Context: an optimization exercise on an open-source flow, tuned for small area. The choices shown serve that exercise and are no tape-out recipe.
At most, simulation tests tie the RTL to the original design; equivalence was not proved.
No functional check of the RTL was part of runs 3 and 4.
Power is estimated from default activity; no workload was simulated.

--- flow/config.mk ---
export PLATFORM = sky130hd
export DESIGN_NAME = turbosound
export DESIGN_NICKNAME = turbosound
export VERILOG_FILES = /design/flow/design.v
export SDC_FILE = /design/flow/constraint.sdc
export NUM_CORES = 4
export LEC_CHECK = 0
export ABC_AREA = 1
export CAP_MARGIN = 20
export CORE_MARGIN = 2
export CORE_UTILIZATION = 60
export SLEW_MARGIN = 20
--- flow/constraint.sdc ---
create_clock -name core_clock -period 10.0 [get_ports {clk}]
set_input_delay 2.0000 -clock core_clock [delete_from_list [all_inputs] [get_ports {clk}]]
set_output_delay 2.0000 -clock core_clock [all_outputs]
set_load 0.01 [all_outputs]
--- flow/design.v ---
`timescale 1ns / 1ps
`default_nettype none
module ay_period_counter #(parameter W = 12) (
  input wire clk,
  input wire rst_n,        
  input wire tick,
  input wire [W-1:0] period_n,    
  output wire wrap
  );
  reg [W-1:0] cnt;
  reg [W:0] ge;            
  reg [W:0] cy;            
  reg [W-1:0] nxt;
  integer i;
  always @* begin
    ge[0] = 1'b1;
    cy[0] = tick;
    for (i = 0; i < W; i = i + 1) begin
      ge[i+1] = (cnt[i] & period_n[i]) | ((cnt[i] | period_n[i]) & ge[i]);
      cy[i+1] = cy[i] & cnt[i];
      nxt[i]  = cnt[i] ^ cy[i];
    end
  end
  assign wrap = tick & ge[W];
  wire clr = ~rst_n | wrap;
  always @(posedge clk)
    cnt <= clr ? {{(W-1){1'b0}}, 1'b1} : nxt;
endmodule
module ay_3_8192 (
  input wire clk,
  input wire clken,
  input wire rst_n,
  input wire a8,
  input wire bdir,
  input wire bc1,
  input wire [7:0] din,
  input wire [7:0] din_z,      
  output reg [7:0] dout,       
  output wire rd_ok,           
  output wire midi,            
  output wire [7:0] channel_a,
  output wire [7:0] channel_b,
  output wire [7:0] channel_c
  );
  reg [3:0] ra;
  reg ra_ok;
  wire latch = a8 & bdir & bc1;
  always @(posedge clk)
    if (~rst_n | latch) begin
      ra    <= din_z[3:0];
      ra_ok <= ~rst_n | (din[7:4] == 4'b0000);
    end
  wire wr = a8 & bdir & ~bc1 & ra_ok;
  assign rd_ok = ~bdir & bc1 & ra_ok;
  wire [15:0] we;
  genvar g;
  generate
    for (g = 0; g < 16; g = g + 1) begin : dec
      assign we[g] = ~rst_n | (wr & (ra == g));
    end
  endgenerate
  reg [11:0] period_a_n, period_b_n, period_c_n;    
  reg [4:0] noise_period_n;
  reg [7:0] enable_chan;
  reg [4:0] vol_a, vol_b, vol_c;    
  reg [15:0] envelope_period_n;
  reg [3:0] envelope_shape;
  reg [7:0] reg_port_a, reg_port_b;
  always @(posedge clk) begin
    if (we[0])  period_a_n[7:0]       <= ~din_z;
    if (we[1])  period_a_n[11:8]      <= ~din_z[3:0];
    if (we[2])  period_b_n[7:0]       <= ~din_z;
    if (we[3])  period_b_n[11:8]      <= ~din_z[3:0];
    if (we[4])  period_c_n[7:0]       <= ~din_z;
    if (we[5])  period_c_n[11:8]      <= ~din_z[3:0];
    if (we[6])  noise_period_n        <= ~din_z[4:0];
    if (we[7])  enable_chan           <= din | {8{~rst_n}};
    if (we[8])  vol_a                 <= din_z[4:0];
    if (we[9])  vol_b                 <= din_z[4:0];
    if (we[10]) vol_c                 <= din_z[4:0];
    if (we[11]) envelope_period_n[7:0]  <= ~din_z;
    if (we[12]) envelope_period_n[15:8] <= ~din_z;
    if (we[13]) envelope_shape        <= din_z[3:0];
    if (we[14]) reg_port_a            <= din_z;
    if (we[15]) reg_port_b            <= din_z;
  end
  assign midi = reg_port_a[2];
  always @* begin
    case (ra)
      4'd0 : dout = ~period_a_n[7:0];
      4'd1 : dout = {4'b0000, ~period_a_n[11:8]};
      4'd2 : dout = ~period_b_n[7:0];
      4'd3 : dout = {4'b0000, ~period_b_n[11:8]};
      4'd4 : dout = ~period_c_n[7:0];
      4'd5 : dout = {4'b0000, ~period_c_n[11:8]};
      4'd6 : dout = {3'b000, ~noise_period_n};
      4'd7 : dout = enable_chan;
      4'd8 : dout = {3'b000, vol_a};
      4'd9 : dout = {3'b000, vol_b};
      4'd10: dout = {3'b000, vol_c};
      4'd11: dout = ~envelope_period_n[7:0];
      4'd12: dout = ~envelope_period_n[15:8];
      4'd13: dout = {4'b0000, envelope_shape};
      4'd14: dout = reg_port_a & {8{enable_chan[6]}};
      default: dout = reg_port_b | {8{~enable_chan[7]}};
    endcase
  end
  reg [3:0] presc;
  always @(posedge clk)
    presc <= {4{rst_n}} & (presc + {3'b000, clken});
  wire tick     = clken & (presc[2:0] == 3'b000);
  wire tick_env = tick & ~presc[3];
  wire wrap_a, wrap_b, wrap_c, wrap_n;
  ay_period_counter #(12) cnt_a (.clk(clk), .rst_n(rst_n), .tick(tick), .period_n(period_a_n), .wrap(wrap_a));
  ay_period_counter #(12) cnt_b (.clk(clk), .rst_n(rst_n), .tick(tick), .period_n(period_b_n), .wrap(wrap_b));
  ay_period_counter #(12) cnt_c (.clk(clk), .rst_n(rst_n), .tick(tick), .period_n(period_c_n), .wrap(wrap_c));
  ay_period_counter #(5)  cnt_n (.clk(clk), .rst_n(rst_n), .tick(tick), .period_n(noise_period_n), .wrap(wrap_n));
  reg tone_a, tone_b, tone_c, tone_noise;
  localparam [16:0] NS_INV = 17'h0AAAA;
  reg [16:0] ns_q;
  wire [16:0] noise_shiftreg = ns_q ^ NS_INV;
  always @(posedge clk) begin
    tone_a     <= rst_n & (tone_a ^ wrap_a);
    tone_b     <= rst_n & (tone_b ^ wrap_b);
    tone_c     <= rst_n & (tone_c ^ wrap_c);
    tone_noise <= rst_n & (tone_noise ^ (wrap_n & noise_shiftreg[0]));
    if (~rst_n | wrap_n)
      ns_q <= NS_INV ^ (rst_n ? {noise_shiftreg[0] ^ noise_shiftreg[3], noise_shiftreg[16:1]} : 17'h00001);
  end
  wire tone_noise_a = (tone_a | enable_chan[0]) & (tone_noise | enable_chan[3]);
  wire tone_noise_b = (tone_b | enable_chan[1]) & (tone_noise | enable_chan[4]);
  wire tone_noise_c = (tone_c | enable_chan[2]) & (tone_noise | enable_chan[5]);
  wire env_rst_n = rst_n & ~(wr & (ra == 4'd13));
  wire wrap_e;
  ay_period_counter #(16) cnt_e (.clk(clk), .rst_n(env_rst_n), .tick(tick_env), .period_n(envelope_period_n), .wrap(wrap_e));
  reg [4:0] env_seq;
  reg env_first;
  always @(posedge clk) begin
    if (~env_rst_n | wrap_e)
      env_seq <= {5{env_rst_n}} & (env_seq + 5'd1);
    env_first <= ~env_rst_n | (env_first & ~(wrap_e & (env_seq[3:0] == 4'b1111) & ~env_seq[4]));
  end
  wire cont   = envelope_shape[3];
  wire attack = envelope_shape[2];
  wire altern = envelope_shape[1];
  wire hold   = envelope_shape[0];
  reg [3:0] envelope;
  always @* begin
    if (env_first)
      envelope = env_seq[3:0] ^ {4{~attack}};
    else if (~cont)
      envelope = 4'b0000;
    else if (hold)
      envelope = {4{attack ^ altern}};
    else
      envelope = env_seq[3:0] ^ {4{~attack ^ (altern & env_seq[4])}};
  end
  reg [3:0] lin_a, lin_b, lin_c;      
  reg [3:0] lvl_a, lvl_b, lvl_c;      
  always @(posedge clk) begin
    if (clken) begin
      lin_a <= (vol_a[4] ? envelope : vol_a[3:0]) & {4{tone_noise_a}};
      lin_b <= (vol_b[4] ? envelope : vol_b[3:0]) & {4{tone_noise_b}};
      lin_c <= (vol_c[4] ? envelope : vol_c[3:0]) & {4{tone_noise_c}};
      lvl_a <= lin_a;
      lvl_b <= lin_b;
      lvl_c <= lin_c;
    end
  end
  localparam [127:0] lin2log = {8'd255, 8'd208, 8'd166, 8'd130,
                                8'd98,  8'd77,  8'd55,  8'd34,
                                8'd29,  8'd18,  8'd13,  8'd9,
                                8'd6,   8'd4,   8'd3,   8'd0};
  assign channel_a = lin2log[lvl_a*8 +: 8];
  assign channel_b = lin2log[lvl_b*8 +: 8];
  assign channel_c = lin2log[lvl_c*8 +: 8];
endmodule
`timescale 1ns / 1ps
`default_nettype none
module turbosound (
    input wire clk,
    input wire clk35en,
    input wire clk175en,
    input wire reset_n,
    input wire disable_ay,
    input wire disable_turboay,
    input wire bdir,
    input wire bc1,
    input wire [7:0] din,
    output reg [7:0] dout,
    output reg oe,
    output reg midi_out,
    output wire [23:0] audio_out_ay1_splitted,
    output wire [23:0] audio_out_ay2_splitted
    );
  reg ay_select;
  wire sel_en = ~reset_n | (~disable_ay & ~disable_turboay & bdir & bc1 & (&din[7:1]));
  always @(posedge clk)
    if (sel_en)
      ay_select <= ~reset_n | din[0];
  wire [7:0] din_z = din & {8{reset_n}};
  wire rd_ok1, rd_ok2;
  wire [7:0] dout_ay1, dout_ay2;
  wire midi1, midi2;
  always @* begin
    if (ay_select == 1'b0) begin
      midi_out = midi2;
      dout = dout_ay2;
      oe = ~disable_ay & ~disable_turboay & rd_ok2;
    end
    else begin
      midi_out = midi1;
      dout = dout_ay1;
      oe = ~disable_ay & rd_ok1;
    end
  end
  ay_3_8192 ay1 (
    .clk(clk),
    .clken(~disable_ay & clk175en),
    .rst_n(reset_n),
    .a8(ay_select),
    .bdir(bdir),
    .bc1(bc1),
    .din(din),
    .din_z(din_z),
    .dout(dout_ay1),
    .rd_ok(rd_ok1),
    .midi(midi1),
    .channel_a(audio_out_ay1_splitted[23:16]),
    .channel_b(audio_out_ay1_splitted[15:8]),
    .channel_c(audio_out_ay1_splitted[7:0])
  );
  ay_3_8192 ay2 (
    .clk(clk),
    .clken(~disable_ay & ~disable_turboay & clk175en),
    .rst_n(reset_n),
    .a8(~ay_select),
    .bdir(bdir),
    .bc1(bc1),
    .din(din),
    .din_z(din_z),
    .dout(dout_ay2),
    .rd_ok(rd_ok2),
    .midi(midi2),
    .channel_a(audio_out_ay2_splitted[23:16]),
    .channel_b(audio_out_ay2_splitted[15:8]),
    .channel_c(audio_out_ay2_splitted[7:0])
  );
endmodule
--- flow/flow/run.sh ---
#!/bin/bash
# Standard ORFS layout through the standard.sh, with these changes:
#  - synthesis: same script, but ABC maps with an area-oriented script
#    (flow/abc_area.script) and Yosys does not pre-extract half/full adders,
#    so ABC optimises that logic too; registers are untouched
#  - clock tree: no dummy loads, sink clusters of up to 15, clkbuf_8 buffers
#  - port buffers: buf_1
set -euo pipefail
W=$PWD
rm -rf "$W/scripts_local"
cp -r "$FLOW_HOME/scripts" "$W/scripts_local"
cp "$W/flow/abc_area.script" "$W/scripts_local/abc_area.script"
export CTS_ARGS="-sink_clustering_enable -repair_clock_nets -dont_use_dummy_load -sink_clustering_size 15 -sink_clustering_max_diameter 80 -buf_list sky130_fd_sc_hd__clkbuf_8"
export BUFFER_PORTS_ARGS="-buffer_cell sky130_fd_sc_hd__buf_1"
bash standard.sh SCRIPTS_DIR="$W/scripts_local" ADDER_MAP_FILE= finish > standard.log 2>&1
--- flow/flow/abc_area.script ---
&get -n
&st
&syn2
&dch -f
&nf -a -p -F 8 -A 4
&st
&syn2
&dch -f
&nf -a -p -F 8 -A 4
&put
topo
--- flow/standard.sh ---
#!/bin/bash
# synth_recipe.tcl (not shown) runs the flow's synth.tcl, then flattens the netlist and writes it again
# the make line also repeats each setting of config.mk as NAME=value (left out here)
make -C /OpenROAD-flow-scripts/flow DESIGN_CONFIG=/design/flow/config.mk WORK_HOME=/design/flow/orfs CLKGATE_MAP_FILE= SYNTH_SCRIPT=/design/flow/synth_recipe.tcl "${@:-finish}"
==> results.tsv, run 1 <==
stage	metric	value	unit
cts	cts_tree	yes	
worst_setup_path	cp_slowest_stage_delay	0.62	ns
synthesis	ys_warn_count	5	
sta	hold_violations	0	
worst_setup_path	endpoint_kind	output pin	
global_routing	grt_pass1_wl	67.06	mm
place	place_hpwl	30.91	mm
route	wl_per_cell	21.78	um
die	dieArea	31280	um^2
synthesis	ys_ff_latch	435	
synthesis	ys_seq_area_share	65.49	%
route	routed_via_density	6.446	
finish	fin_nets	1634	
synthesis	ys_types	51	
cts	clockBufferDepth	3	
cts	post_cts_buffers	0	
pwr	power-per-cell-area	163.5	nW/um^2
cts	cts.htree.levels	2	
cts	clkLatencyLatePin	0.56	ns
die	dieHeight	176.9	um
sta	finalSetupViolations	0	
finish	syn_to_final_growth	7.342	%
cts	holdBufCountCts	0	
worst_setup_path	cp_slowest_cell	edfxtp_1	
cts	cts_root_buf	clkbuf_8	
worst_setup_path	path_class	register to output pin	
synthesis	syn_inst	1502	
synthesis	syn_avg_cell_area	11.94	um^2
global_routing	grt_max_degree	76	
worst_setup_path	required	8.00	ns
die	start_util	60.65	%
sta	fin_setup_tns	0	ns
place	place_congestion	0.9373	
pwr	peakVddDrop	0.1199	mV
pwr	p_leak	6.177	nW
global_routing	grt_antenna_before_repair	0	
sta	relSlewSlack	23.49	%
finish	drive_gt1_share	2.970	%
synthesis	ys_top_cells_by_area	edfxtp_1, dfxtp_1, o21ai_0	
cts	clkTransAtPathRegs	0.09	ns
synthesis	synth_top_area_share	50.75	%
sta	slew_violations	0	
finish	utilization	65.10	%
place	pre_cts_ws	4.467	ns
route	ant_nets	0	
sta	worst_slack	4.660	ns
place	port_buffers	72	
route	drtPass1Iterations	7	
worst_setup_path	crit_top_cell	o221ai_1	
global_routing	grt.overflow.total	0	
synthesis	synth_flop_cell	edfxtp_1	
sta	rsz0062_at_grt	no	
min_path	hold_path_class	register to register	
global_routing	track_usage	28.12	%
cts	cts.sinks	435	
route	drc	0	
cts	cts_made_buffers	34	
worst_setup_path	critPathArrivalTime	3.34	ns
cts	cts_resized	0	
worst_setup_path	crit_fanout	10	
die	core	29560	um^2
sta	period_needed	5.340	ns
synthesis	synth_area_leader_cell	edfxtp_1	
status	outcome	complete, no violations	
synthesis	async_flop_share	0	%
sta	skew	0.01960	ns
route	drtIter0Drc	1523	
die	die_w	176.9	um
die	rows	63	
sta	worstMarginPinSlew	1.136	ns
sta	min_period_over_period	53.40	%
worst_setup_path	path_cells	clkinv_1, nor2_1, nand3_1, nor2b_1, nand2_1, o221ai_1, a211oi_1, o211ai_1, o221ai_1, o21ai_0, buf_1	
route	dr_total_vias	12930	
flow_run	drv_cap	0	
synthesis	synth_fp_nets	1518	
worst_setup_path	cp-start-kind	register	
global_routing	grt_pass1_vias	11780	
finish	design_area	19240	um^2
sta	fmax	187.3	MHz
route	wl	43.70	mm
finish	antennaDiodeCount	0	
place	placed_area	18770	um^2
die	io_pins	74	
synthesis	synth-edff-count	303	
synthesis	syn-cell-area	17930	um^2
path summary, 6_finish.rpt:
kind	startpoint	to	slack [ns]	cells past startpoint
setup / recovery	ay1.ra[1]$_DFFE_PP_	dout[4]	4.66	11
hold / removal	ay1.lin_a[1]$_DFFE_PP_	ay1.lvl_a[1]$_DFFE_PP_	0.43	0
setup reg to reg	ay1.envelope_period_n[1]$_DFFE_PP_	ay1.cnt_e.cnt[0]$_SDFF_PP1_	6.60	11
hold reg to reg	ay1.lin_a[1]$_DFFE_PP_	ay1.lvl_a[1]$_DFFE_PP_	0.43	0
layout make-up:
type,instances,area (um^2)
clock buffer,34,467.9
fill,2328,10310
tap,390,488.0
inverter,31,116.4
timing repair buffer,80,334.1
multi-input combinational,1036,6097
sequential,435,11740
worst max-delay path, delay by kind of cell (launching register included):
kind	cells	cell delay, ns
buf+inv	2	0.36
flops	1	0.62
compound gates	5	0.75
simple gates	4	1.06
Yosys cell counts, types with 19 or more instances:
master / count
a221oi_1: 21
o221ai_1: 22
and3_1: 38
nor3_1: 54
dfxtp_1: 132
nand3_1: 25
nand2_1: 110
o21ai_0: 130
nor2b_1: 31
o211ai_1: 19
xnor2_1: 53
clkinv_1: 31
a22oi_1: 33
and2_0: 28
edfxtp_1: 303
o22ai_1: 68
a21oi_1: 115
nor2_1: 122
nand2b_1: 23
metal layers:
metal / up-vias / routed length (um) / track usage (%)
li1: 6065 / - / -
met2: 579 / 18560 / 41.19
met4: 0 / 861 / 6.405
met1: 6221 / 19750 / 43.69
met3: 66 / 4527 / 5.326
met5: - / 0 / 0
through the flow:
step	power [mW]	hold WS, ns	std cells
after floorplan	2.233	0.4003	1502
after CTS	3.160	0.4241	2006
after detailed placement	2.341	0.4045	1972
after global placement	2.334	0.4009	1972
after global routing	3.251	0.4278	2006
final	3.147	0.4252	2006
flip-flops by register name, indices dropped and copies added, names as in the netlist, 16 cells and up:
signal                 cells
ay2.ns_q                  17
ay2.envelope_period_n     16
ay2.cnt_e.cnt             16
ay1.envelope_period_n     16
ay1.ns_q                  17
ay1.cnt_e.cnt             16
cell usage in the layout (no fill, tap or decap), types with 5 or more instances in the layout:
master	count
nand4_1	6
nor2_1	122
o22a_1	13
a21o_1	5
xor2_1	16
nand2_1	110
a22oi_1	33
buf_1	71
a222oi_1	6
and2_0	28
edfxtp_1	303
a31oi_1	14
clkbuf_8	34
o22ai_1	68
o211ai_1	19
nand3_1	25
and4_1	11
o2111ai_1	5
nor3_1	54
o21ai_0	116
nand2b_1	23
o221ai_1	22
xnor2_1	53
dfxtp_1	132
a211oi_1	11
and3_1	38
buf_4	8
nor3b_1	11
o21ai_1	14
a21oi_1	115
a221oi_1	21
nor2b_1	30
clkinv_1	31
where the power goes:
part	internal, mW	switching, mW
registers	2.01	0.0731
clock network	0.307	0.534
logic	0.0705	0.151
cells by family after synthesis:
logic type | synth area share (%)
compound gates | 17.22
xor+xnor | 3.371
buf+inv | 0.6490
flops | 65.49
mux | 0.2303
simple gates | 13.04
==> run 2, diff against run 1 <==
==> flow/flow/abc_area.script (replaced) <==
&get -n
&st
&syn2
&dch -f
&nf -a -p -F 8 -A 4
&st
&deepsyn -T 60
&dch -f
&nf -a -p -F 8 -A 4
&put
topo
==> run 2 against run 1 <==
Synthesized area down 0.39%. Largest power group unchanged. Global-route usage up 0.23 points. Count of clock-buffer cells in the layout unchanged. Flip-flop and latch count unchanged. Power up 0.32%. Register-to-register slack better by 0.08 ns. Sequential share of layout area up 0.13 points.
==> results.tsv, run 2 <==
stage	metric	value	unit	change
route	routed_via_density	6.529		was 6.446
sta	worst_slack	4.648	ns	was 4.660 ns
sta	fmax	186.8	MHz	was 187.3 MHz
cts	cts_resized	0		unchanged
synthesis	async_flop_share	0	%	unchanged
worst_setup_path	cpLargestDelayFamily	compound AO/OA/AOI/OAI gates		was simple AND/OR/NAND/NOR gates
cts	clockBufferDepth	3		unchanged
cts	cts_root_buf	clkbuf_8		unchanged
global_routing	grt_antenna_before_repair	0		unchanged
worst_setup_path	crit_top_cell	a21oi_1		was o221ai_1
sta	period_needed	5.352	ns	was 5.340 ns
worst_setup_path	cp_slowest_stage_delay	0.57	ns	was 0.62 ns
sta	worstMarginPinSlew	1.118	ns	was 1.136 ns
sta	relSlewSlack	24.69	%	was 23.49%
synthesis	ys_seq_area_share	65.75	%	was 65.49%
synthesis	synth_fp_nets	1507		was 1518
die	dieArea	31160	um^2	was 31280 um^2
finish	final_common_cell	edfxtp_1		unchanged
worst_setup_path	required	8.00	ns	about the same
finish	drive_gt1_share	3.232	%	was 2.970%
finish	antennaDiodeCount	0		unchanged
synthesis	ys_warn_count	5		unchanged
synthesis	syn_avg_cell_area	11.98	um^2	was 11.94 um^2
cts	holdBufCountCts	0		unchanged
die	core	29480	um^2	was 29560 um^2
die	die_w	176.5	um	was 176.9 um
route	ant_nets	0		unchanged
global_routing	track_usage	28.35	%	was 28.12%
finish	syn_to_final_growth	7.539	%	was 7.342%
place	place_hpwl	30.80	mm	was 30.91 mm
synthesis	ys_types	47		was 51
finish	layout_common_cells	edfxtp_1, nand2_1, dfxtp_1, nor2_1, o21ai_0		was edfxtp_1, dfxtp_1, nor2_1, o21ai_0, a21oi_1
die	rows	63		unchanged
die	io_pins	74		unchanged
finish	largestRegisters	ay1.ns_q: 17 flops, ay2.ns_q: 17 flops		unchanged
worst_setup_path	critPathArrivalTime	3.35	ns	was 3.34 ns
sta	fin_setup_tns	0	ns	unchanged
sta	slew_violations	0		unchanged
worst_setup_path	cp-start-kind	register		unchanged
route	wl_per_cell	22.08	um	was 21.78 um
die	dieHeight	176.5	um	was 176.9 um
place	place_congestion	0.9954		was 0.9373
synthesis	synth_commonest_cells	edfxtp_1, nand2_1, dfxtp_1		was edfxtp_1, dfxtp_1, o21ai_0
cts	clkLatencyLatePin	0.58	ns	was 0.56 ns
route	dr_total_vias	13050		was 12.93k
synthesis	synth_flop_cell	edfxtp_1		unchanged
synthesis	synth_top_area_share	50.95	%	was 50.75%
cts	cts_tree	yes		unchanged
pwr	total_power	3.158	mW	was 3.147 mW
synthesis	synth_area_leader_cell	edfxtp_1		unchanged
pwr	pwr-share-clk	26.9	%	was 26.7%
route	drc	0		unchanged
sta	rsz0062_at_grt	no		unchanged
die	start_util	60.58	%	was 60.65%
status	outcome	complete, no violations		unchanged
sta	min_period_over_period	53.52	%	was 53.40%
worst_setup_path	path_class	register to output pin		unchanged
global_routing	grt.overflow.total	0		unchanged
cts	clkTransAtPathRegs	0.11	ns	was 0.09 ns
route	wl	44.14	mm	was 43.70 mm
sta	hold_violations	0		unchanged
synthesis	synth.most_common_cell	edfxtp_1		unchanged
pwr	peakVddDrop	0.1156	mV	was 0.1199 mV
worst_setup_path	path_cells	and3_1, a21oi_1, o211ai_1, a2111oi_0, nand3_1, o221ai_1, a21oi_1, buf_1		was clkinv_1, nor2_1, nand3_1, nor2b_1, nand2_1, o221ai_1, a211oi_1, o211ai_1, o221ai_1, o21ai_0, buf_1
cts	post_cts_buffers	0		unchanged
global_routing	grt_pass1_wl	67.10	mm	was 67.06 mm
global_routing	grt_pass1_vias	11600		was 11.78k
worst_setup_path	cp_slowest_cell	a21oi_1		was edfxtp_1
worst_setup_path	endpoint_kind	output pin		unchanged
synthesis	ys_ff_latch	435		unchanged
worst_setup_path	crit_fanout	9		was 10
synthesis	ys_top_cells_by_area	edfxtp_1, dfxtp_1, nand2_1		was edfxtp_1, dfxtp_1, o21ai_0
pwr	power.switching	767.1	uW	was 758.1 uW
cts	cts.sinks	435		unchanged
global_routing	grt_max_degree	60		was 76
pwr	p_int	2.390	mW	was 2.389 mW
worst_setup_path	critPathBufInv	1		was 2
route	drtPass1Iterations	6		was 7
cts	cts_made_buffers	34		unchanged
min_path	hold_path_class	register to register		unchanged
cts	cts.htree.levels	2		unchanged
pwr	swShare	24.29	%	was 24.08%
synthesis	syn_inst	1491		was 1502
route	drtIter0Drc	1696		was 1523
place	pre_cts_ws	4.777	ns	was 4.467 ns
sta	finalSetupViolations	0		unchanged
synthesis	syn-cell-area	17860	um^2	was 17930 um^2
finish	nFillCells	2317		was 2328
synthesis	synth-edff-count	303		unchanged
pwr	power-per-cell-area	164.4	nW/um^2	was 163.5 nW/um^2
flow_run	drv_cap	0		unchanged
finish	fin_nets	1627		was 1634
sta	skew	0.04157	ns	was 0.01960 ns
pwr	comb_power_share	7.2	%	was 7.0%
place	port_buffers	72		unchanged
pwr	p_leak	6.155	nW	was 6.177 nW
pwr	pwr-share-seq	65.9	%	was 66.2%
run 2: changes by cell type after synthesis, moves of 12 or more:
cell	previous run	this run
a21oi_1	115	58
nand2_1	110	165
and3_1	38	20
xnor2_1	53	37
a221oi_1	21	8
o211ai_1	19	6
a31oi_1	14	26
run 2: worst paths after layout:
path | start | end | slack [ns] | cells past startpoint
worst max-delay path | ay2.ra[3]$_DFFE_PP_ | dout[3] | 4.65 | 8
worst min-delay path | ay2.lin_a[3]$_DFFE_PP_ | ay2.lvl_a[3]$_DFFE_PP_ | 0.42 | 0
worst max register to register | ay1.presc[0]$_DFF_P_ | ay1.cnt_e.cnt[14]$_SDFF_PP0_ | 6.68 | 10
worst min register to register | ay2.lin_a[3]$_DFFE_PP_ | ay2.lvl_a[3]$_DFFE_PP_ | 0.42 | 0
run 2: cells by family (layout without fill, tap and decap cells):
group / Yosys count / in the layout / share of synthesized area (%)
AO/OA/AOI/OAI: 437 / 437 / 16.04
XOR/XNOR: 64 / 64 / 3.139
buffers and inverters: 25 / 143 / 0.5255
flip-flops: 435 / 435 / 65.75
multiplexers: 1 / 1 / 0.06305
AND/OR/NAND/NOR: 529 / 529 / 14.49
run 2: layer usage:
metal | GRT usage [%] | vias to the layer above | routed length [um]
met4 | 6.164 | 0 | 921
met2 | 41.55 | 682 | 18920
met1 | 43.12 | 6275 | 19320
met5 | 0 | - | 0
met3 | 6.955 | 74 | 4977
li1 | - | 6020 | -
run 2: per-stage QoR:
step | util, % | instance area [um^2] | std cells | hold WS [ns]
after floorplan | - | 17860 | 1491 | 0.4003
after global placement | 63.51 | 18720 | 1965 | 0.4022
after detailed placement | 63.51 | 18720 | 1965 | 0.4045
after CTS | 65.10 | 19190 | 1999 | 0.4232
after global routing | 65.14 | 19200 | 1999 | 0.4282
final | 65.14 | 19200 | 1999 | 0.4223
run 2: area by class of cell:
cell class / count / area (um^2) / share of cell area (%)
clock buffer: 34 / 467.9 / 2.437
tap: 390 / 488.0 / 2.541
timing repair buffer: 84 / 364.1 / 1.896
inverter: 25 / 93.84 / 0.4886
multi-input combinational: 1031 / 6050 / 31.50
sequential: 435 / 11740 / 61.14
run 2: power by group through the flow:
stage	sequential (mW)	clock, mW	combinational (mW)
after floorplan	2.09	0	0.142
after global placement	2.12	0	0.219
after detailed placement	2.12	0	0.223
after CTS	2.08	0.857	0.224
after global routing	2.09	0.916	0.249
final	2.08	0.849	0.228
==> run 3, diff against run 2 <==
--- a/flow/design.v
+++ b/flow/design.v
@@ -117,7 +117,5 @@
   ay_period_counter #(5)  cnt_n (.clk(clk), .rst_n(rst_n), .tick(tick), .period_n(noise_period_n), .wrap(wrap_n));
   reg tone_a, tone_b, tone_c, tone_noise;
-  localparam [16:0] NS_INV = 17'h0AAAA;
-  reg [16:0] ns_q;
-  wire [16:0] noise_shiftreg = ns_q ^ NS_INV;
+  reg [16:0] noise_shiftreg;
   always @(posedge clk) begin
     tone_a     <= rst_n & (tone_a ^ wrap_a);
@@ -126,5 +124,5 @@
     tone_noise <= rst_n & (tone_noise ^ (wrap_n & noise_shiftreg[0]));
     if (~rst_n | wrap_n)
-      ns_q <= NS_INV ^ (rst_n ? {noise_shiftreg[0] ^ noise_shiftreg[3], noise_shiftreg[16:1]} : 17'h00001);
+      noise_shiftreg <= rst_n ? {noise_shiftreg[0] ^ noise_shiftreg[3], noise_shiftreg[16:1]} : 17'h00001;
   end
   wire tone_noise_a = (tone_a | enable_chan[0]) & (tone_noise | enable_chan[3]);
==> flow/flow/abc_area.script (replaced) <==
&get -n
&st
&syn2
&dch -f
&nf -a -p -F 8 -A 4
&st
&syn2
&dch -f
&nf -a -p -F 8 -A 4
&put
topo
--- a/flow/config.mk
+++ b/flow/config.mk
@@ -9,4 +9,4 @@
 export CAP_MARGIN = 20
 export CORE_MARGIN = 2
-export CORE_UTILIZATION = 60
+export CORE_UTILIZATION = 75
 export SLEW_MARGIN = 20
==> run 3 against run 2 <==
Still clean. Critical path type unchanged. Sequential power barely moved. Global-route usage rose by 7.3 points. Flip-flop and latch count did not move. Core utilization up 17 points. Synthesized cell count rose by 0.94%.
==> results.tsv, run 3 <==
stage	metric	value	unit	change
status	outcome	complete, no violations		unchanged
global_routing	grt_max_degree	73		was 60
synthesis	syn-cell-area	17950	um^2	was 17860 um^2
synthesis	async_flop_share	0	%	unchanged
finish	layout_common_cells	edfxtp_1, dfxtp_1, o21ai_0, nor2_1, a21oi_1		was edfxtp_1, nand2_1, dfxtp_1, nor2_1, o21ai_0
sta	rsz0062_at_grt	no		unchanged
cts	cts_tree	yes		unchanged
route	ant_nets	0		unchanged
worst_setup_path	cp_slowest_cell	a2111oi_0		was a21oi_1
sta	hold_violations	0		unchanged
pwr	power-per-cell-area	163.9	nW/um^2	was 164.4 nW/um^2
die	io_pins	74		unchanged
pwr	peakVddDrop	0.1384	mV	was 0.1156 mV
min_path	hold_depth	0		unchanged
place	port_buffers	72		unchanged
worst_setup_path	critPathBufInv	1		unchanged
route	wl_met3	6.492	mm	was 4.977 mm
synthesis	synth_top_area_share	50.69	%	was 50.95%
synthesis	synth_area_leader_cell	edfxtp_1		unchanged
min_path	hold_path_class	register to register		unchanged
cts	cts_resized	0		unchanged
synthesis	ys_warn_count	5		unchanged
place	place_congestion	1.012		was 0.9954
route	dr_total_vias	13530		was 13.05k
global_routing	grt.overflow.total	0		unchanged
min_path	worstHoldStart	ay2.lin_c[3]$_DFFE_PP_		was ay2.lin_a[3]$_DFFE_PP_
finish	final_common_cell	edfxtp_1		unchanged
sta	finalSetupViolations	0		unchanged
pwr	p_leak	6.215	nW	was 6.155 nW
finish	design_area	19220	um^2	was 19200 um^2
cts	cts.htree.levels	2		unchanged
worst_setup_path	crit_fanout	9		unchanged
worst_setup_path	reg2reg_setup_slack	6.53	ns	was 6.68 ns
sta	relSlewSlack	30.37	%	was 24.69%
sta	worstMarginPinSlew	1.042	ns	was 1.118 ns
worst_setup_path	cp_slowest_stage_delay	0.73	ns	was 0.57 ns
worst_setup_path	cpLargestDelayFamily	compound AO/OA/AOI/OAI gates		unchanged
cts	post_cts_buffers	0		unchanged
die	rows	56		was 63
synthesis	synth-edff-count	303		unchanged
die	dieArea	25190	um^2	was 31160 um^2
route	wl_per_cell	23.18	um	was 22.08 um
die	start_util	76.47	%	was 60.58%
route	routed.top_layer	met5		was met4
cts	cts_made_buffers	34		unchanged
sta	holdWs	0.4236	ns	was 0.4223 ns
worst_setup_path	endpoint_kind	output pin		unchanged
sta	slew_violations	0		unchanged
finish	seq_area	11740	um^2	unchanged
finish	drive_gt1_share	3.260	%	was 3.232%
finish	fin_nets	1644		was 1627
place	pre_cts_ws	4.403	ns	was 4.777 ns
sta	fmax	180.2	MHz	was 186.8 MHz
sta	skew	0.03780	ns	was 0.04157 ns
cts	clockBufferDepth	3		unchanged
place	placed_area	18750	um^2	was 18720 um^2
worst_setup_path	required	8.00	ns	about the same
route	routed_via_density	6.958		was 6.529
die	dieHeight	158.7	um	was 176.5 um
die	core	23470	um^2	was 29480 um^2
finish	largestRegisters	ay1.noise_shiftreg: 17 flops, ay2.noise_shiftreg: 17 flops		was ay1.ns_q: 17 flops, ay2.ns_q: 17 flops
min_path	holdPathEnd	ay2.lvl_c[3]$_DFFE_PP_		was ay2.lvl_a[3]$_DFFE_PP_
synthesis	synth_fp_nets	1521		was 1507
finish	nFillCells	1326		was 2317
global_routing	track_usage	35.68	%	was 28.35%
finish	utilization	81.88	%	was 65.14%
route	dr_wl_met2	20.31	mm	was 18.92 mm
worst_setup_path	crit_top_cell	o221ai_1		was a21oi_1
route	wl	45.08	mm	was 44.14 mm
synthesis	ys_ff_latch	435		unchanged
sta	period_needed	5.551	ns	was 5.352 ns
cts	cts_root_buf	clkbuf_8		unchanged
flow_run	drv_cap	0		unchanged
synthesis	ys_types	49		was 47
global_routing	grt_pass1_vias	12930		was 11.60k
synthesis	ys_top_cells_by_area	edfxtp_1, dfxtp_1, o21ai_0		was edfxtp_1, dfxtp_1, nand2_1
worst_setup_path	r2r-start	ay1.envelope_period_n[2]$_DFFE_PP_		was ay1.presc[0]$_DFF_P_
cts	clkLatencyLatePin	0.57	ns	was 0.58 ns
synthesis	syn_avg_cell_area	11.93	um^2	was 11.98 um^2
finish	multi_input_area	6111	um^2	was 6050 um^2
sta	worst_slack	4.449	ns	was 4.648 ns
worst_setup_path	r2r-end	ay1.cnt_e.cnt[0]$_SDFF_PP1_		was ay1.cnt_e.cnt[14]$_SDFF_PP0_
place	place_hpwl	32.11	mm	was 30.80 mm
worst_setup_path	critPathArrivalTime	3.55	ns	was 3.35 ns
route	drtIter0Drc	2249		was 1696
place	place_inst	1911		was 1965
worst_setup_path	ff2ff_path_depth	13		was 10
finish	syn_to_final_growth	7.068	%	was 7.539%
global_routing	grt_antenna_before_repair	2		was 0
global_routing	grt_pass1_wl	69.90	mm	was 67.10 mm
synthesis	synth_commonest_cells	edfxtp_1, o21ai_0, dfxtp_1		was edfxtp_1, nand2_1, dfxtp_1
synthesis	synth_flop_cell	edfxtp_1		unchanged
route	wl_met1	16.97	mm	was 19.32 mm
worst_setup_path	cp-start-kind	register		unchanged
finish	antennaDiodeCount	0		unchanged
cts	holdBufCountCts	0		unchanged
synthesis	synth.most_common_cell	edfxtp_1		unchanged
die	die_w	158.7	um	was 176.5 um
worst_setup_path	path_cells	nor2b_1, and3_1, nand2_1, o221ai_1, a2111oi_0, o2111ai_1, o221ai_1, o21ai_0, buf_1		was and3_1, a21oi_1, o211ai_1, a2111oi_0, nand3_1, o221ai_1, a21oi_1, buf_1
synthesis	syn_inst	1505		was 1491
synthesis	ys_seq_area_share	65.41	%	was 65.75%
sta	min_period_over_period	55.51	%	was 53.52%
route	drc	0		unchanged
cts	clkTransAtPathRegs	0.10	ns	was 0.11 ns
worst_setup_path	path_class	register to output pin		unchanged
finish	finalNonFillerCells	1945		was 1999
cts	cts.sinks	435		unchanged
pwr	total_power	3.149	mW	was 3.158 mW
sta	fin_setup_tns	0	ns	unchanged
route	drtPass1Iterations	7		was 6
[run 3: changes by cell type after synthesis, sizes merged, moves of 12 or more]
cell,delta
and4,-13
nand2,-73
a31oi,-12
and3,+14
o21ai,+14
a21oi,+59
o221ai,-14
and2,+43
xnor2,+12
[run 3: cell type report]
type | instances | area share, %
clock buffers | 34 | 2.435
flip-flops and latches | 435 | 61.09
multi-input cells | 1040 | 31.80
repair buffers | 87 | 2.012
inverters | 30 | 0.5859
well taps | 319 | 2.077
[run 3: per-layer routing]
| metal | GRT usage (%) | vias up |
|---|---|---|
| met5 | 0 | - |
| met4 | 10.76 | 4 |
| met3 | 9.770 | 126 |
| met2 | 54.90 | 943 |
| met1 | 50.48 | 6415 |
| li1 | - | 6045 |
[run 3: cells by family after synthesis]
family / synth area share, %
buffers and inverters: 0.6274
adders and majority gates: 0.1115
DFF: 65.41
AOI/OAI and AO/OA: 16.86
muxes: 0.06273
xor gates and xnor gates: 3.269
and+or+nand+nor: 13.66
[run 3: worst register-to-register path, cell delays in order, from the launching register on]
cell	delay, ns
edfxtp_1	0.45
o22a_1	0.24
a222oi_1	0.34
a2bb2oi_1	0.20
o21ai_0	0.11
a222oi_1	0.22
o21ai_0	0.12
a222oi_1	0.29
o21ai_0	0.13
a222oi_1	0.34
a2bb2oi_1	0.38
o21bai_1	0.14
buf_4	0.24
nand2b_1	0.18
[run 3: how the worst max path moves through the flow]
stage,startpoint,to,cells past startpoint
2_1_floorplan,disable_ay,ay2.cnt_e.cnt[14]$_SDFF_PP0_,12
3_3_place_gp,disable_ay,ay2.cnt_e.cnt[14]$_SDFF_PP0_,15
3_5_place_dp,disable_ay,ay2.cnt_e.cnt[14]$_SDFF_PP0_,15
4_1_cts,ay1.ra[2]$_DFFE_PP_,dout[0],9
5_1_grt,ay1.ra[2]$_DFFE_PP_,dout[0],9
6_report,ay1.ra[2]$_DFFE_PP_,dout[0],9
[run 3: report_power, final]
group	switching (mW)	internal [mW]	leakage, nW
Combinational	0.157	0.0722	2.00
Clock	0.527	0.307	0.244
Sequential	0.0722	2.01	3.97
==> run 4, diff against run 3 <==
--- a/flow/config.mk
+++ b/flow/config.mk
@@ -9,4 +9,4 @@
 export CAP_MARGIN = 20
 export CORE_MARGIN = 2
-export CORE_UTILIZATION = 75
+export CORE_UTILIZATION = 60
 export SLEW_MARGIN = 20
==> run 4 against run 3 <==
First-iteration DRC count decreased by 41%. Still clean. Core utilization decreased by 17 points. Flip-flop and latch count unchanged. Synthesized cell count unchanged. Critical path type unchanged. Largest power group unchanged. Critical endpoint unchanged.
==> results.tsv, run 4 <==
stage	metric	value	unit	change
status	outcome	complete, no violations		unchanged
place	pre_cts_ws	4.416	ns	was 4.403 ns
die	die_w	177.0	um	was 158.7 um
sta	rsz0062_at_grt	no		unchanged
synthesis	synth-edff-count	303		unchanged
synthesis	async_flop_share	0	%	unchanged
worst_setup_path	crit_fanout	9		unchanged
route	drtIter0Drc	1330		was 2249
global_routing	grt_antenna_before_repair	1		was 2
synthesis	synth_commonest_cells	edfxtp_1, o21ai_0, dfxtp_1		unchanged
cts	cts_made_buffers	34		unchanged
cts	cts_tree	yes		unchanged
worst_setup_path	critPathArrivalTime	3.56	ns	was 3.55 ns
die	rows	63		was 56
synthesis	ys_ff_latch	435		unchanged
finish	design_area	19270	um^2	was 19220 um^2
finish	syn_to_final_growth	7.368	%	was 7.068%
global_routing	grt_pass1_vias	11740		was 12.93k
sta	worst_slack	4.438	ns	was 4.449 ns
min_path	hold_path_class	register to register		unchanged
flow_run	drv_cap	0		unchanged
sta	worstMarginPinSlew	1.183	ns	was 1.042 ns
sta	hold_violations	0		unchanged
cts	clockBufferDepth	3		unchanged
finish	fin_nets	1639		was 1644
finish	drive_gt1_share	2.961	%	was 3.260%
sta	min_period_over_period	55.62	%	was 55.51%
cts	cts_root_buf	clkbuf_8		unchanged
cts	cts_resized	0		unchanged
worst_setup_path	endpoint_kind	output pin		unchanged
cts	clkLatencyLatePin	0.57	ns	about the same
synthesis	syn_inst	1505		unchanged
global_routing	grt_max_degree	67		was 73
synthesis	ys_types	49		unchanged
sta	fmax	179.8	MHz	was 180.2 MHz
cts	clkTransAtPathRegs	0.10	ns	about the same
worst_setup_path	crit_top_cell	o221ai_1		unchanged
die	dieArea	31310	um^2	was 25190 um^2
sta	holdWs	0.4242	ns	was 0.4236 ns
worst_setup_path	required	8.00	ns	about the same
min_path	hold_depth	0		unchanged
cts	post_cts_buffers	0		unchanged
route	drc	0		unchanged
die	io_pins	74		unchanged
place	port_buffers	72		unchanged
synthesis	syn_avg_cell_area	11.93	um^2	unchanged
route	routed_via_density	6.441		was 6.958
finish	finalNonFillerCells	2012		was 1945
die	start_util	60.72	%	was 76.47%
sta	fin_setup_tns	0	ns	unchanged
sta	skew	0.04610	ns	was 0.03780 ns
worst_setup_path	cp_slowest_cell	a2111oi_0		unchanged
die	core	29560	um^2	was 23470 um^2
worst_setup_path	ff2ff_path_depth	13		unchanged
finish	nFillCells	2255		was 1326
synthesis	ys_warn_count	5		unchanged
worst_setup_path	path_class	register to output pin		unchanged
place	place_inst	1977		was 1911
place	placed_area	18800	um^2	was 18750 um^2
cts	cts.sinks	435		unchanged
cts	holdBufCountCts	0		unchanged
place	place_congestion	0.9515		was 1.012
synthesis	syn-cell-area	17950	um^2	unchanged
worst_setup_path	path_cells	nor2b_1, and3_1, nand2_1, o221ai_1, a2111oi_0, o2111ai_1, o221ai_1, o21ai_0, buf_1		unchanged
route	wl_per_cell	21.84	um	was 23.18 um
pwr	power-per-cell-area	163.3	nW/um^2	was 163.9 nW/um^2
die	dieHeight	177.0	um	was 158.7 um
place	place_hpwl	30.92	mm	was 32.11 mm
finish	largestRegisters	ay1.noise_shiftreg: 17 flops, ay2.noise_shiftreg: 17 flops		unchanged
pwr	peakVddDrop	0.1496	mV	was 0.1384 mV
finish	layout_common_cells	edfxtp_1, dfxtp_1, o21ai_0, nor2_1, a21oi_1		unchanged
route	drtPass1Iterations	5		was 7
global_routing	grt.overflow.total	0		unchanged
synthesis	synth.most_common_cell	edfxtp_1		unchanged
global_routing	grt_pass1_wl	66.87	mm	was 69.90 mm
synthesis	synth_top_area_share	50.69	%	unchanged
worst_setup_path	cp-start-kind	register		unchanged
route	ant_nets	0		unchanged
synthesis	ys_seq_area_share	65.41	%	unchanged
synthesis	ys_top_cells_by_area	edfxtp_1, dfxtp_1, o21ai_0		unchanged
route	dr_total_vias	12960		was 13.53k
sta	finalSetupViolations	0		unchanged
route	wl	43.94	mm	was 45.08 mm
finish	final_common_cell	edfxtp_1		unchanged
sta	period_needed	5.562	ns	was 5.551 ns
synthesis	synth_flop_cell	edfxtp_1		unchanged
pwr	p_leak	6.192	nW	was 6.215 nW
synthesis	synth_area_leader_cell	edfxtp_1		unchanged
sta	slew_violations	0		unchanged
sta	relSlewSlack	20.27	%	was 30.37%
synthesis	synth_fp_nets	1521		unchanged
worst_setup_path	cp_slowest_stage_delay	0.68	ns	was 0.73 ns
cts	cts.htree.levels	2		unchanged
global_routing	track_usage	28.10	%	was 35.68%
-- run 4: changes by cell type in the layout (fill, tap and decap cells not counted) --
cell	previous run	this run
o21ai_0	122	125
o21ai_1	14	11
buf_4	15	10
diode_2	0	1
-- run 4: through the flow --
| step | power (mW) | utilization, % |
|---|---|---|
| global placement | 2.336 | 63.61 |
| CTS | 3.154 | 65.19 |
| global route | 3.253 | 65.20 |
| detailed placement | 2.342 | 63.61 |
| floorplan | 2.232 | - |
| finish | 3.148 | 65.20 |
-- run 4: layout make-up --
type | instances | area (um^2) | area share, %
Clock buffer | 34 | 467.9 | 2.428
Multi-Input combinational cell | 1040 | 6111 | 31.71
Antenna cell | 1 | 2.502 | 0.01298
Sequential cell | 435 | 11740 | 60.92
Tap cell | 390 | 488.0 | 2.532
Timing Repair Buffer | 82 | 349.1 | 1.811
Inverter | 30 | 112.6 | 0.5843
-- run 4: layer usage --
metal  track usage, %  part of all wire (%)  vias up
met5                0                     0        -
met4            5.888                   1.7        0
met3            6.293                    11       61
met2            41.08                    43      637
met1            43.26                    44     6218
li1                 -                     -     6044
-- run 4: worst paths after layout --
| check | start | to | slack, ns |
|---|---|---|---|
| worst max-delay path | ay1.ra[2]$_DFFE_PP_ | dout[0] | 4.44 |
| worst min-delay path | ay1.lin_b[3]$_DFFE_PP_ | ay1.lvl_b[3]$_DFFE_PP_ | 0.42 |
| worst max register to register | ay1.envelope_period_n[1]$_DFFE_PP_ | ay1.cnt_e.cnt[3]$_SDFF_PP0_ | 6.54 |
| worst min register to register | ay1.lin_b[3]$_DFFE_PP_ | ay1.lvl_b[3]$_DFFE_PP_ | 0.42 |
-- run 4: report_power, final --
part	switching, mW	internal, mW
Combinational	0.152	0.0710
Sequential	0.0709	2.01
Clock	0.533	0.307
-- run 4: critical path, delay by kind of cell (launching register included) --
family          cells  cell delay (ns)
compound gates      5             1.56
flops               1             0.48
buf+inv             1             0.20
simple gates        3             0.75
-- run 4: logic make-up (layout without fill, tap and decap cells) --
kind of cell / after synthesis / count (layout) / share of synthesized area, %
AOI/OAI and AO/OA: 485 / 485 / 16.86
adders and majority gates: 2 / 2 / 0.1115
buffers and inverters: 30 / 146 / 0.6274
muxes: 1 / 1 / 0.06273
other: 0 / 1 / 0
xor gates and xnor gates: 67 / 67 / 3.269
and+or+nand+nor: 485 / 485 / 13.66
DFF: 435 / 435 / 65.41
==> run 5, diff against run 4 <==
--- a/flow/design.v
+++ b/flow/design.v
@@ -117,5 +117,7 @@
   ay_period_counter #(5)  cnt_n (.clk(clk), .rst_n(rst_n), .tick(tick), .period_n(noise_period_n), .wrap(wrap_n));
   reg tone_a, tone_b, tone_c, tone_noise;
-  reg [16:0] noise_shiftreg;
+  localparam [16:0] NS_INV = 17'h0AAAA;
+  reg [16:0] ns_q;
+  wire [16:0] noise_shiftreg = ns_q ^ NS_INV;
   always @(posedge clk) begin
     tone_a     <= rst_n & (tone_a ^ wrap_a);
@@ -124,5 +126,5 @@
     tone_noise <= rst_n & (tone_noise ^ (wrap_n & noise_shiftreg[0]));
     if (~rst_n | wrap_n)
-      noise_shiftreg <= rst_n ? {noise_shiftreg[0] ^ noise_shiftreg[3], noise_shiftreg[16:1]} : 17'h00001;
+      ns_q <= NS_INV ^ (rst_n ? {noise_shiftreg[0] ^ noise_shiftreg[3], noise_shiftreg[16:1]} : 17'h00001);
   end
   wire tone_noise_a = (tone_a | enable_chan[0]) & (tone_noise | enable_chan[3]);
==> flow/flow/run.sh (replaced) <==
#!/bin/bash
# Standard ORFS layout through the standard.sh, with these changes:
#  - synthesis: same script, but ABC maps with an area-oriented script
#    (flow/abc_area.script) and Yosys does not pre-extract half/full adders,
#    so ABC optimises that logic too; registers are untouched
#  - clock tree: no dummy loads, sink clusters of up to 8, clkbuf_4 buffers
#  - port buffers: buf_1
set -euo pipefail
W=$PWD
rm -rf "$W/scripts_local"
cp -r "$FLOW_HOME/scripts" "$W/scripts_local"
cp "$W/flow/abc_area.script" "$W/scripts_local/abc_area.script"
export CTS_ARGS="-sink_clustering_enable -repair_clock_nets -dont_use_dummy_load -sink_clustering_size 8 -sink_clustering_max_diameter 60 -buf_list sky130_fd_sc_hd__clkbuf_4"
export BUFFER_PORTS_ARGS="-buffer_cell sky130_fd_sc_hd__buf_1"
bash standard.sh SCRIPTS_DIR="$W/scripts_local" ADDER_MAP_FILE= finish > standard.log 2>&1
==> flow/flow/abc_area.script (replaced) <==
&get -n
&st
&syn2
&dch -f
&nf -a -p -F 8 -A 4
&st
&deepsyn -T 60
&dch -f
&nf -a -p -F 8 -A 4
&put
topo
--- a/flow/config.mk
+++ b/flow/config.mk
@@ -7,6 +7,6 @@
 export LEC_CHECK = 0
 export ABC_AREA = 1
-export CAP_MARGIN = 20
+export CAP_MARGIN = 5
 export CORE_MARGIN = 2
 export CORE_UTILIZATION = 60
-export SLEW_MARGIN = 20
+export SLEW_MARGIN = 5
==> run 5 against run 4 <==
Core utilization down 0.15 points. Global-route usage up 0.50 points. Via count up 1.2%. Cell count up 0.70%. Sequential share of layout area up 0.30 points. Routed wire length up 1.1%. Worst hold slack worse by 0.010 ns. Synthesized cell count down 0.93%. Setup slack better by 0.067 ns. Cell area down 0.49%. First-iteration DRC count up 21%. Critical path type unchanged. Largest cell class unchanged. Highest routed layer is now met5.
==> results.tsv, run 5 <==
stage	metric	value	unit	change
status	outcome	complete, no violations		unchanged
route	drtPass1Iterations	5		unchanged
global_routing	grt.overflow.total	0		unchanged
route	wl_per_cell	21.92	um	was 21.84 um
cts	cts_made_buffers	60		was 34
cts	post_cts_buffers	0		unchanged
route	dr_total_vias	13110		was 12.96k
synthesis	synth_fp_nets	1507		was 1521
die	dieArea	31160	um^2	was 31310 um^2
synthesis	ys_types	47		was 49
cts	cts_tree	yes		unchanged
synthesis	synth.most_common_cell	edfxtp_1		unchanged
synthesis	ys_seq_area_share	65.75	%	was 65.41%
global_routing	grt_pass1_vias	11870		was 11.74k
sta	fmax	182.0	MHz	was 179.8 MHz
synthesis	syn_inst	1491		was 1505
synthesis	post_synth_fa_ha_maj_area_fraction	0	%	was 0.1115%
sta	fin_setup_tns	0	ns	unchanged
global_routing	grt_pass1_wl	67.55	mm	was 66.87 mm
pwr	peakVddDrop	0.1002	mV	was 0.1496 mV
min_path	hold_path_class	register to register		unchanged
finish	fin_nets	1653		was 1639
sta	min_period_over_period	54.95	%	was 55.62%
finish	syn_to_final_growth	7.384	%	was 7.368%
worst_setup_path	cpLargestDelayFamily	compound AO/OA/AOI/OAI gates		unchanged
synthesis	synth_compound_area_share	16.04	%	was 16.86%
die	io_pins	74		unchanged
sta	period_needed	5.495	ns	was 5.562 ns
sta	worstMarginPinSlew	1.281	ns	was 1.183 ns
synthesis	synthSimpleGateAreaFrac	14.49	%	was 13.66%
cts	clockBufferDepth	3		unchanged
pwr	p_leak	6.184	nW	was 6.192 nW
worst_setup_path	critPathBufInv	1		unchanged
synthesis	ys_ff_latch	435		unchanged
sta	rsz0062_at_grt	no		unchanged
synthesis	synth_top_area_share	50.95	%	was 50.69%
synthesis	ys_warn_count	5		unchanged
synthesis	syn-cell-area	17860	um^2	was 17950 um^2
finish	layout_common_cells	edfxtp_1, nand2_1, dfxtp_1, nor2_1, o21ai_0		was edfxtp_1, dfxtp_1, o21ai_0, nor2_1, a21oi_1
worst_setup_path	path_cells	and3_1, a21oi_1, o211ai_1, a2111oi_0, nand3_1, o221ai_1, a21oi_1, buf_1		was nor2b_1, and3_1, nand2_1, o221ai_1, a2111oi_0, o2111ai_1, o221ai_1, o21ai_0, buf_1
cts	cts.sinks	435		unchanged
route	wl	44.41	mm	was 43.94 mm
route	routed_via_density	6.473		was 6.441
finish	final_common_cell	edfxtp_1		unchanged
worst_setup_path	crit_fanout	9		unchanged
synthesis	synth-xor-area-share	3.139	%	was 3.269%
cts	clkLatencyLatePin	0.76	ns	was 0.57 ns
cts	holdBufCountCts	0		unchanged
synthesis	synth_flop_cell	edfxtp_1		unchanged
worst_setup_path	cp-start-kind	register		unchanged
pwr	total_power	3.138	mW	was 3.148 mW
worst_setup_path	required	8.00	ns	about the same
place	place_hpwl	30.80	mm	was 30.92 mm
route	ant_nets	0		unchanged
global_routing	grt_antenna_before_repair	1		unchanged
die	rows	63		unchanged
synthesis	syn_avg_cell_area	11.98	um^2	was 11.93 um^2
worst_setup_path	endpoint_kind	output pin		unchanged
synthesis	async_flop_share	0	%	unchanged
global_routing	grt_max_degree	60		was 67
die	start_util	60.58	%	was 60.72%
synthesis	muxShareOfSynthArea	0.06306	%	was 0.06274%
route	drtIter0Drc	1609		was 1330
cts	cts_root_buf	clkbuf_4		was clkbuf_8
worst_setup_path	cp_slowest_stage_delay	0.56	ns	was 0.68 ns
global_routing	track_usage	28.59	%	was 28.10%
route	drc	0		unchanged
min_path	holdPathEnd	ay2.lvl_b[0]$_DFFE_PP_		was ay1.lvl_b[3]$_DFFE_PP_
flow_run	drv_cap	0		unchanged
cts	cts.htree.levels	2		unchanged
synthesis	synth-edff-count	303		unchanged
die	core	29480	um^2	was 29560 um^2
synthesis	synth_area_leader_cell	edfxtp_1		unchanged
sta	skew	0.07576	ns	was 0.04610 ns
synthesis	ys_top_cells_by_area	edfxtp_1, dfxtp_1, nand2_1		was edfxtp_1, dfxtp_1, o21ai_0
sta	slew_violations	0		unchanged
worst_setup_path	path_class	register to output pin		unchanged
synthesis	synth_top_family_by_area	compound AO/OA/AOI/OAI gates		unchanged
die	dieHeight	176.5	um	was 177.0 um
sta	relSlewSlack	13.69	%	was 20.27%
worst_setup_path	crit_top_cell	a21oi_1		was o221ai_1
finish	largestRegisters	ay1.ns_q: 17 flops, ay2.ns_q: 17 flops		was ay1.noise_shiftreg: 17 flops, ay2.noise_shiftreg: 17 flops
synthesis	synth_commonest_cells	edfxtp_1, nand2_1, dfxtp_1		was edfxtp_1, o21ai_0, dfxtp_1
pwr	power-per-cell-area	163.6	nW/um^2	was 163.3 nW/um^2
sta	hold_violations	0		unchanged
sta	finalSetupViolations	0		unchanged
min_path	hold_depth	0		unchanged
place	port_buffers	72		unchanged
worst_setup_path	r2r-end	ay1.cnt_e.cnt[14]$_SDFF_PP0_		was ay1.cnt_e.cnt[3]$_SDFF_PP0_
cts	cts_resized	0		unchanged
min_path	worstHoldStart	ay2.lin_b[0]$_DFFE_PP_		was ay1.lin_b[3]$_DFFE_PP_
cts	clkTransAtPathRegs	0.10	ns	about the same
worst_setup_path	reg2reg_setup_slack	6.68	ns	was 6.54 ns
worst_setup_path	ff2ff_path_depth	10		was 13
finish	drive_gt1_share	4.709	%	was 2.961%
worst_setup_path	r2r-start	ay1.presc[0]$_DFF_P_		was ay1.envelope_period_n[1]$_DFFE_PP_
worst_setup_path	critPathArrivalTime	3.50	ns	was 3.56 ns
place	place_congestion	0.9954		was 0.9515
worst_setup_path	cp_slowest_cell	a21oi_1		was a2111oi_0
finish	nFillCells	2352		was 2255
die	die_w	176.5	um	was 177.0 um
## run 5: changes by cell type in the layout (fill, tap and decap cells not counted), sizes merged, moves of 9 or more
cell and change:
nand2 +73, a21oi -59, and2 -43, clkbuf +26, and3 -14, o21ai -14
o221ai +14, and4 +13, a31oi +12, xnor2 -12, o211ai -9, xor2 +9
## run 5: through the flow
stage	std cells	worst slack [ns]	hold slack [ns]	util (%)	instance area (um^2)
detailed placement	1965	4.777	0.4045	63.51	18720
global route	2026	4.351	0.4231	65.05	19180
finish	2026	4.505	0.4139	65.05	19180
floorplan	1491	4.274	0.4003	-	17860
CTS	2025	4.514	0.4120	65.04	19170
global placement	1965	4.875	0.4022	63.51	18720
## run 5: area by class of cell
type	instances	area, um^2	share of cell area [%]
Antenna cell	1	2.502	0.01305
Clock buffer	60	450.4	2.349
Inverter	25	93.84	0.4893
Multi-Input combinational cell	1031	6037	31.48
Sequential cell	435	11740	61.23
Tap cell	390	488.0	2.545
Timing Repair Buffer	84	364.1	1.899
## run 5: power breakdown
part / internal, mW / switching (mW) / leakage (nW)
registers: 2.01 / 0.0689 / 3.94
clock network: 0.274 / 0.557 / 0.276
logic: 0.0708 / 0.156 / 1.97
## run 5: cells by family (layout without fill, tap and decap cells)
kind of cell           count (synthesis)  count (layout)
other                                  0               1
flip-flops                           435             435
buffers and inverters                 25             169
XOR/XNOR                              64              64
AO/OA/AOI/OAI                        437             437
multiplexers                           1               1
AND/OR/NAND/NOR                      529             529
## run 5: worst max-delay path by stage
stage,from,end,cells after the start
after global placement,disable_ay,ay1.cnt_e.cnt[14]$_SDFF_PP0_,11
after CTS,ay2.ra[3]$_DFFE_PP_,dout[3],8
final,ay2.ra[3]$_DFFE_PP_,dout[3],8
after global routing,ay2.ra[3]$_DFFE_PP_,dout[3],8
after detailed placement,disable_ay,ay1.cnt_e.cnt[14]$_SDFF_PP0_,11
after floorplan,disable_turboay,ay2.ns_q[0]$_SDFFCE_PN1P_,4
## run 5: routing by layer
layer	GRT usage, %	part of all wire (%)
met1	42.29	44
met2	41.06	43
met3	8.764	11
met4	7.782	2.4
met5	1.122	0.088
==> run 6, diff against run 5 <==
--- a/flow/config.mk
+++ b/flow/config.mk
@@ -7,6 +7,6 @@
 export LEC_CHECK = 0
 export ABC_AREA = 1
-export CAP_MARGIN = 5
+export CAP_MARGIN = 20
 export CORE_MARGIN = 2
 export CORE_UTILIZATION = 60
-export SLEW_MARGIN = 5
+export SLEW_MARGIN = 20
==> run 6 against run 5 <==
Still clean. Highest routed layer unchanged. Largest power group unchanged. Global-route usage unchanged. Largest cell class unchanged. Critical path type unchanged. Synthesized cell count unchanged. Sequential power about the same.
==> results.tsv, run 6 <==
stage	metric	value	unit	change
status	outcome	complete, no violations		unchanged
finish	syn_to_final_growth	7.455	%	was 7.384%
cts	clkLatencyLatePin	0.75	ns	was 0.76 ns
place	port_buffers	72		unchanged
finish	final_common_cell	edfxtp_1		unchanged
sta	rsz0062_at_grt	no		unchanged
worst_setup_path	r2r-end	ay1.cnt_e.cnt[14]$_SDFF_PP0_		unchanged
die	rows	63		unchanged
sta	finalSetupViolations	0		unchanged
route	routed.top_layer	met5		unchanged
synthesis	synth_area_leader_cell	edfxtp_1		unchanged
worst_setup_path	required	8.00	ns	about the same
cts	clockBufferDepth	3		unchanged
pwr	p_leak	6.187	nW	was 6.184 nW
cts	cts_tree	yes		unchanged
route	drtPass1Iterations	6		was 5
cts	cts.sinks	435		unchanged
die	io_pins	74		unchanged
synthesis	ys_top_cells_by_area	edfxtp_1, dfxtp_1, nand2_1		unchanged
die	dieArea	31160	um^2	unchanged
route	ant_nets	0		unchanged
worst_setup_path	r2r-start	ay1.presc[0]$_DFF_P_		unchanged
route	wl	44.50	mm	was 44.41 mm
min_path	worstHoldStart	ay2.lin_b[0]$_DFFE_PP_		unchanged
finish	seq_area	11740	um^2	unchanged
sta	period_needed	5.507	ns	was 5.495 ns
die	start_util	60.58	%	unchanged
synthesis	synth.most_common_cell	edfxtp_1		unchanged
place	place_congestion	0.9954		unchanged
pwr	peakVddDrop	0.1002	mV	about the same
route	dr_total_vias	13120		was 13.11k
cts	post_cts_buffers	0		unchanged
worst_setup_path	endpoint_kind	output pin		unchanged
route	wl_met1	19.41	mm	was 19.34 mm
worst_setup_path	critPathArrivalTime	3.51	ns	was 3.50 ns
cts	cts_resized	0		unchanged
synthesis	syn-cell-area	17860	um^2	unchanged
finish	multi_input_area	6050	um^2	was 6037 um^2
min_path	hold_path_class	register to register		unchanged
die	die_w	176.5	um	unchanged
die	dieHeight	176.5	um	unchanged
cts	clkTransAtPathRegs	0.10	ns	about the same
synthesis	synth_fp_nets	1507		unchanged
synthesis	synth_flop_cell	edfxtp_1		unchanged
finish	fin_nets	1653		unchanged
min_path	holdPathEnd	ay2.lvl_b[0]$_DFFE_PP_		unchanged
route	wl_per_cell	21.96	um	was 21.92 um
cts	cts_root_buf	clkbuf_4		unchanged
place	place_inst	1965		unchanged
global_routing	grt_pass1_vias	11870		unchanged
finish	largestRegisters	ay1.ns_q: 17 flops, ay2.ns_q: 17 flops		unchanged
flow_run	drv_cap	0		unchanged
worst_setup_path	ff2ff_path_depth	10		unchanged
synthesis	async_flop_share	0	%	unchanged
sta	min_period_over_period	55.07	%	was 54.95%
sta	hold_violations	0		unchanged
worst_setup_path	path_class	register to output pin		unchanged
synthesis	synth_top_area_share	50.95	%	unchanged
sta	relSlewSlack	27.56	%	was 13.69%
finish	utilization	65.09	%	was 65.05%
sta	skew	0.07915	ns	was 0.07576 ns
cts	cts_made_buffers	60		unchanged
cts	cts.htree.levels	2		unchanged
synthesis	syn_avg_cell_area	11.98	um^2	unchanged
sta	worst_slack	4.493	ns	was 4.505 ns
place	place_hpwl	30.80	mm	about the same
synthesis	ys_ff_latch	435		unchanged
sta	fin_setup_tns	0	ns	unchanged
finish	layout_common_cells	edfxtp_1, nand2_1, dfxtp_1, nor2_1, o21ai_0		unchanged
route	drc	0		unchanged
die	core	29480	um^2	unchanged
place	pre_cts_ws	4.777	ns	unchanged
synthesis	ys_seq_area_share	65.75	%	unchanged
global_routing	track_usage	28.59	%	unchanged
global_routing	grt_max_degree	60		unchanged
synthesis	synth-edff-count	303		unchanged
worst_setup_path	critPathLaunch	ay2.ra[3]$_DFFE_PP_		unchanged
cts	holdBufCountCts	0		unchanged
sta	fmax	181.6	MHz	was 182.0 MHz
worst_setup_path	cp-start-kind	register		unchanged
sta	worstMarginPinSlew	1.075	ns	was 1.281 ns
route	wl_met3	5.165	mm	was 5.032 mm
global_routing	grt.overflow.total	0		unchanged
finish	drive_gt1_share	4.771	%	was 4.709%
synthesis	synth_commonest_cells	edfxtp_1, nand2_1, dfxtp_1		unchanged
global_routing	grt_antenna_before_repair	1		unchanged
route	dr_wl_met2	18.86	mm	was 18.93 mm
worst_setup_path	crit_fanout	9		unchanged
pwr	total_power	3.141	mW	was 3.138 mW
worst_setup_path	reg2reg_setup_slack	6.66	ns	was 6.68 ns
finish	finalNonFillerCells	2026		unchanged
global_routing	grt_pass1_wl	67.55	mm	unchanged
synthesis	ys_types	47		unchanged
pwr	power-per-cell-area	163.7	nW/um^2	was 163.6 nW/um^2
finish	nFillCells	2351		was 2352
route	drtIter0Drc	1546		was 1609
sta	slew_violations	0		unchanged
min_path	hold_depth	0		unchanged
synthesis	ys_warn_count	5		unchanged
route	routed_via_density	6.477		was 6.473
synthesis	syn_inst	1491		unchanged
-- run 6: changes by cell type in the layout (fill, tap and decap cells not counted) --
cell and change:
o21ai_0 -9, o21ai_1 +9, nor2b_2 -1, nor2b_4 +1, o41ai_1 -1, o41ai_2 +1
-- run 6: logic make-up after synthesis --
family	after synthesis	synth area share [%]
AOI/OAI and AO/OA	437	16.04
xor gates and xnor gates	64	3.139
and+or+nand+nor	529	14.49
buffers and inverters	25	0.5255
DFF	435	65.75
muxes	1	0.06305
-- run 6: through the flow --
stage                     area [um^2]  hold slack [ns]
after CTS                       19170           0.4120
after floorplan                 17860           0.4003
after detailed placement        18720           0.4045
after global routing            19190           0.4231
final                           19190           0.4112
after global placement          18720           0.4022
-- run 6: area by class of cell --
cell class | count | area share [%]
Inverter | 25 | 0.4890
Multi-Input combinational cell | 1031 | 31.52
Timing Repair Buffer | 84 | 1.897
Antenna cell | 1 | 0.01304
Sequential cell | 435 | 61.19
Clock buffer | 60 | 2.347
Tap cell | 390 | 2.543
-- run 6: worst max-delay path by stage --
stage / endpoint / slack [ns] / depth (start not counted)
finish: dout[3] / 4.49 / 8
global route: dout[3] / 4.34 / 8
CTS: dout[3] / 4.51 / 8
detailed placement: ay1.cnt_e.cnt[14]$_SDFF_PP0_ / 4.78 / 11
global placement: ay1.cnt_e.cnt[14]$_SDFF_PP0_ / 4.88 / 11
floorplan: ay2.ns_q[0]$_SDFFCE_PN1P_ / 4.27 / 4
-- run 6: critical path: stages, from the launching register on --
cell	delay, ns
edfxtp_1	0.54
and3_1	0.35
a21oi_1	0.55
o211ai_1	0.26
a2111oi_0	0.42
nand3_1	0.19
o221ai_1	0.15
a21oi_1	0.12
buf_1	0.15
-- run 6: power by group --
part | switching (mW) | internal (mW) | leakage, nW | total, mW
clock network | 0.559 | 0.273 | 0.276 | 0.832
registers | 0.0690 | 2.01 | 3.94 | 2.08
logic | 0.156 | 0.0712 | 1.97 | 0.228
-- run 6: per-layer routing --
metal / up-vias / global-route usage [%]
li1: 6095 / -
met1: 6257 / 42.29
met2: 672 / 41.06
met3: 96 / 8.764
met4: 2 / 7.782
met5: - / 1.122

-- static timing again, ports no longer ideal --
Ports are ideal in the flow. The routed layouts listed here were re-timed in OpenROAD. Step 1 (the two cells are an assumption about what drives the block):
set clk [get_ports {clk}]
set_driving_cell -lib_cell sky130_fd_sc_hd__clkbuf_16 $clk
set_driving_cell -lib_cell sky130_fd_sc_hd__buf_2 [delete_from_list [all_inputs] $clk]
Step 2 moves the port delays by t, midway between the first and last clock arrival at a register: inputs arrive t later, outputs are due t later. That takes back most of the time a late clock gives input paths. Three values: ideal ports, drivers, drivers and shift; two values: the first two.
| run | t, ns | setup slack, ns | worst setup path at the end | cell pins on the clock port's net |
|---|---|---|---|---|
| run 1 | 0.600 | 4.660 / 4.610 / 4.454 | input to register | 1 |
| run 2 | 0.605 | 4.648 / 4.602 / 4.796 | input to register | 1 |
| run 3 | 0.599 | 4.449 / 4.402 / 4.284 | input to register | 1 |
| run 4 | 0.597 | 4.438 / 4.391 / 4.419 | input to register | 1 |
| run 5 | 0.775 | 4.505 / 4.457 / 4.806 | input to register | 1 |
| run 6 | 0.764 | 4.493 / 4.444 / 4.801 | input to register | 1 |
After both steps setup and hold are still met in every run listed. The setup slack of run 1, which loses most, moves by -0.050 ns with the drivers and by -0.206 ns with both steps.
